This is an optimization exercise on Yosys and OpenROAD, whose aim is small area, not a production implementation. In this exercise RTL edits were held to simulation tests only and were not proved equivalent to the original. Power is estimated from default activity; no workload was simulated.

== run 1 ==
==> flow/design.v <==
module top_wrapper (
    input  wire       clk,
    input  wire       rst_n,
    input  wire       start_sample,
    input  wire       din1,
    output wire       cs_n,
    output wire       sclk,
    output wire       dac_sclk,
    output wire       dac_cs,
    output wire       dac_mosi,
    output wire       tx
);
  wire rst = !rst_n;
  reg  [8:0] lf;
  reg        sc;
  wire       term = (lf == 9'd364);
  wire       E    = term & !sc;
  always @(posedge clk) begin
    if (rst | term) lf <= 9'd0;
    else            lf <= {lf[7:0], ~(lf[8] ^ lf[4])};
    if (rst)        sc <= 1'b0;
    else if (term)  sc <= ~sc;
  end
  assign sclk     = sc;
  assign dac_sclk = sc;
  reg  [4:0] as;
  reg        db;                  
  reg  [3:0] hn;                  
  wire adc_w1 = (as == 5'd17);
  wire adc_w2 = (as == 5'd18);
  wire adc_sh = (as[4:3] == 2'b00 && as[3:0] != 4'd0) || as[4:3] == 2'b01;  
  always @(posedge clk) begin
    if (rst) as <= 5'd31;
    else if (E) begin
      if (as == 5'd19 || (as == 5'd31 && !start_sample)) as <= 5'd31;
      else as <= as + 5'd1;
    end
    if (E) db <= din1;
  end
  assign cs_n = as[4];
  reg [4:0] ds;
  always @(posedge clk) begin
    if (rst) ds <= 5'd17;
    else if (E) begin
      if (ds == 5'd17) ds <= start_sample ? 5'd31 : 5'd17;
      else ds <= ds + 5'd1;
    end
  end
  assign dac_cs   = ds[4];
  assign dac_mosi = !ds[4] & (ds[3] | ds[2]);
  reg       ug, ux;       
  reg [8:0] sr;           
  reg       txr;
  reg  [3:0] w;
  reg        e, f;
  wire push = (adc_w1 | adc_w2) & !f;
  wire pop  = ux & sr[8] & !e;
  wire w0   = (w == 4'd0);
  wire w15  = (w == 4'd15);
  always @(posedge clk) begin
    if (rst) begin
      w <= 4'd0; e <= 1'b0; f <= 1'b0;
    end else if (E) begin
      case ({push, pop})
        2'b10: begin
          if (!w15) w <= w + 4'd1;
          e <= 1'b0;
          f <= w15 | !start_sample;
        end
        2'b01: begin
          if (!w0) w <= w - 4'd1;
          e <= w0 | !start_sample;
          f <= 1'b0;
        end
        default: begin
          e <= w0 | !start_sample;
          f <= w15 | !start_sample;
        end
      endcase
    end
  end
  reg [6:0] ph;
  reg       pend, act;
  wire      ph_last = &ph;
  always @(posedge clk) begin
    if (rst) begin
      ph <= 7'd0; pend <= 1'b1; act <= 1'b0;
    end else begin
      ph <= ph + ((E & pop) ? 7'h79 : 7'h01);
      if (ph_last) act <= pend;
      if (E) pend <= 1'b1;
      else if (ph_last) pend <= 1'b0;
    end
  end
  reg  [127:0] R;
  reg          dly;
  wire [2:0]   bi   = ph[2:0];
  wire         atw  = act & (ph[6:3] == w);
  wire         rin  = (atw & adc_sh) ? ((bi == 3'd0) ? db : dly) :
                      (atw & adc_w2) ? (!bi[2] & hn[bi[1:0]]) :
                                       R[127];
  always @(posedge clk) begin
    R   <= {R[126:0], rin};
    dly <= R[127];
    if (atw & adc_sh & (bi == 3'd7)) hn <= {hn[2:0], R[127]};
  end
  wire cap  = act & ug & (ph[6:3] == 4'd0);
  always @(posedge clk) begin
    if (cap | (E & ux)) sr[7:0] <= {cap ? (!w0 & R[127]) : sr[8], sr[7:1]};
    if (cap) sr[8] <= 1'b1;
    else if (E & ux) sr[8] <= 1'b0;
    if (rst) begin
      ug <= 1'b0; ux <= 1'b0; txr <= 1'b1;
    end else if (E) begin
      if (ug) begin
        ug <= 1'b0; ux <= 1'b1;
      end else if (ux) begin
        if (sr[8:1] == 8'd0) begin ux <= 1'b0; txr <= 1'b1; end
        else txr <= sr[0];
      end else if (!e) begin
        ug <= 1'b1;
      end
    end
  end
  assign tx = txr;
endmodule
Settings: LEC_CHECK=0, CAP_MARGIN=20, CORE_MARGIN=2, CORE_UTILIZATION=40, SLEW_MARGIN=20; clock period 10.0 ns.
standard.sh (not shown) runs the stock make flow with config.mk's settings and CLKGATE_MAP_FILE= SYNTH_SCRIPT=/design/flow/synth_recipe.tcl, a recipe that flattens the netlist after the stock synthesis.
==> flow/flow/run.sh <==
#!/bin/bash
# Standard layout, with clock tree synthesis told not to add dummy loads.
set -euo pipefail
export CTS_ARGS="-sink_clustering_enable -repair_clock_nets -dont_use_dummy_load -buf_list sky130_fd_sc_hd__clkbuf_8 -sink_clustering_size 30 -sink_clustering_max_diameter 100"
bash standard.sh > standard.log 2>&1
> inputs changed (run 1 -> run 2)
- CTS_CLUSTER_SIZE: unset -> 60
- CTS_CLUSTER_DIAMETER: unset -> 200
- CTS_BUF_LIST: unset -> sky130_fd_sc_hd__clkbuf_16
==> flow/run.sh (new file) <==
#!/bin/bash
# synth_recipe.tcl (not shown) runs the flow's synth.tcl, then flattens the netlist and writes it again
# the make line also repeats each setting of config.mk as NAME=value (left out here)
make -C /OpenROAD-flow-scripts/flow DESIGN_CONFIG=/design/flow/config.mk WORK_HOME=/design/flow/orfs CLKGATE_MAP_FILE= SYNTH_SCRIPT=/design/flow/synth_recipe.tcl finish
removed: flow/flow/run.sh
removed: flow/standard.sh
[summary]
In run 2, wire length on met2 is higher than in run 1. When run 2 is measured against run 1, its via count turns out 1.2% higher. Lower all-layer global routing usage was reported by run 1, not run 2. Wire: run 2 routes more than run 1. Run 2 against run 1; total power divided by cell area is up by more than 10%. In terms of switching fraction of total power, run 2 and run 1 differ only marginally.
What run 3 does differently from run 2 at the input level:
- CTS_BUF_LIST removed (was sky130_fd_sc_hd__clkbuf_16)
- CTS_CLUSTER_SIZE removed (was 60)
- CTS_CLUSTER_DIAMETER removed (was 200)
==> flow/flow/run.sh (new file) <==
#!/bin/bash
# Standard layout, with clock tree synthesis options of our own.
set -euo pipefail
export CTS_ARGS="-sink_clustering_enable -repair_clock_nets -dont_use_dummy_load -buf_list sky130_fd_sc_hd__clkbuf_8 -sink_buffer_max_cap_derate 0.3"
bash standard.sh > standard.log 2>&1
==> flow/standard.sh (new file) <==
#!/bin/bash
# synth_recipe.tcl (not shown) runs the flow's synth.tcl, then flattens the netlist and writes it again
# the make line also repeats each setting of config.mk as NAME=value (left out here)
make -C /OpenROAD-flow-scripts/flow DESIGN_CONFIG=/design/flow/config.mk WORK_HOME=/design/flow/orfs CLKGATE_MAP_FILE= SYNTH_SCRIPT=/design/flow/synth_recipe.tcl "${@:-finish}"
removed: flow/run.sh
==> run summary <==
Diff run 2 -> run 3 | overall track demand over capacity in global routing | decrease of 0.19 points. Leakage power delta (run 3 − run 2): favourable. Comparing run 2 with run 3, the routed metal-1 wire length came out essentially unchanged. Re design area: run 3 is about 6% down on run 2. Compared run 3 against run 2; maximum fanout encountered on the critical timing path within noise. Looking at run 3 and run 2, the reg-to-reg setup timing slack is a wash. The time the worst path needs with I/O delays and setup of run 3 was inferior to that of run 2. Diff run 2..run 3 | area of the mapped netlist | unchanged. From run 2 to run 3, complex-gate fraction of the synthesized area did not move at all. Delta(proportion of power drawn by the clock network, run 3 - run 2) < 0. The core utilization in run 3 sits 2.8 points below the value recorded for run 2.
Setup changes, run 3 to run 4
==> flow/flow/run.sh <==
#!/bin/bash
# Standard layout, with clock tree synthesis options of our own.
set -euo pipefail
export CTS_ARGS="-sink_clustering_enable -repair_clock_nets -dont_use_dummy_load -buf_list sky130_fd_sc_hd__clkbuf_16 -sink_clustering_size 100 -sink_clustering_max_diameter 500 -sink_buffer_max_cap_derate 0.5"
bash standard.sh > standard.log 2>&1
Results
- Between run 4 and run 3, the difference in fmax is negligible.
- Changes observed in run 4 relative to run 3: global-route usage flat, combinational cell fraction of total power flat.
diff inputs: run 4 => run 5
==> flow/flow/run.sh <==
#!/bin/bash
# Standard layout, with clock tree synthesis options of our own.
set -euo pipefail
export CTS_ARGS="-sink_clustering_enable -repair_clock_nets -dont_use_dummy_load -buf_list sky130_fd_sc_hd__clkbuf_8 -sink_clustering_size 60 -sink_clustering_max_diameter 200 -sink_buffer_max_cap_derate 0.1"
bash standard.sh > standard.log 2>&1
==> comparison <==
Run 5 vs. run 4: power density normalized to cell area went down by 10%.
Smallest hold slack, run 4 and run 5: higher on run 4
Filler cell count in the final layout is higher on run 5
~same fmax in run 4 and run 5
Diff run 4 -> run 5 | sequential share of layout area | increase of 2.3 points
Higher power among run 4 and run 5: run 4
The fraction of area in non-clock buffers on run 4 is in line with that on run 5.
Summary — power share of the clock group, run 5 relative to run 4: lower, by 8.7 points.
Relative to run 4, run 5 degrades routed wire length.
Here is what was changed in the inputs of run 6 compared with run 5.
==> flow/run.sh (new file) <==
#!/bin/bash
# synth_recipe.tcl (not shown) runs the flow's synth.tcl, then flattens the netlist and writes it again
# the make line also repeats each setting of config.mk as NAME=value (left out here)
make -C /OpenROAD-flow-scripts/flow DESIGN_CONFIG=/design/flow/config.mk WORK_HOME=/design/flow/orfs CLKGATE_MAP_FILE= SYNTH_SCRIPT=/design/flow/synth_recipe.tcl finish
removed: flow/flow/run.sh
removed: flow/standard.sh
### Flow results
Summary of run 6 over run 5: clock share of power increased 15 points, power increased 29%, wire length increased 2.3%, worst voltage drop across the vdd grid increased about 30%. Minimum clock period was higher in run 5 than in run 6.

==> separate check: timing with driven ports <==
The flow's constraints put no driver on any port. The routed layouts listed below were extracted and timed again, unchanged, in two steps. Step 1: set_driving_cell puts a clkbuf_16 on clk and a buf_2 on each other input, an assumption about the parent block. Step 2 moves the port delays by t, midway between the first and last clock arrival at a register: inputs arrive t later, outputs are due t later. That takes back most of the time a late clock gives input paths. Three values: ideal ports, drivers, drivers and shift; two values: the first two.
| run | t (ns) | slack for setup (ns) | slew at the worst register clock pin (ns) |
|---|---|---|---|
| run 1 | 0.448 | 6.450 / 6.447 / 6.012 | 0.08 / 0.08 |
| run 2 | 0.447 | 6.459 / 6.451 / 6.029 | 0.06 / 0.06 |
| run 3 | 0.448 | 6.450 / 6.447 / 6.012 | 0.08 / 0.08 |
| run 4 | 0.439 | 6.448 / 6.465 / 6.026 | 0.06 / 0.06 |
| run 5 | 0.448 | 6.450 / 6.447 / 6.012 | 0.08 / 0.08 |
| run 6 | 0.449 | 6.453 / 6.453 / 6.022 | 0.06 / 0.06 |
After both steps every run listed still meets setup and hold.
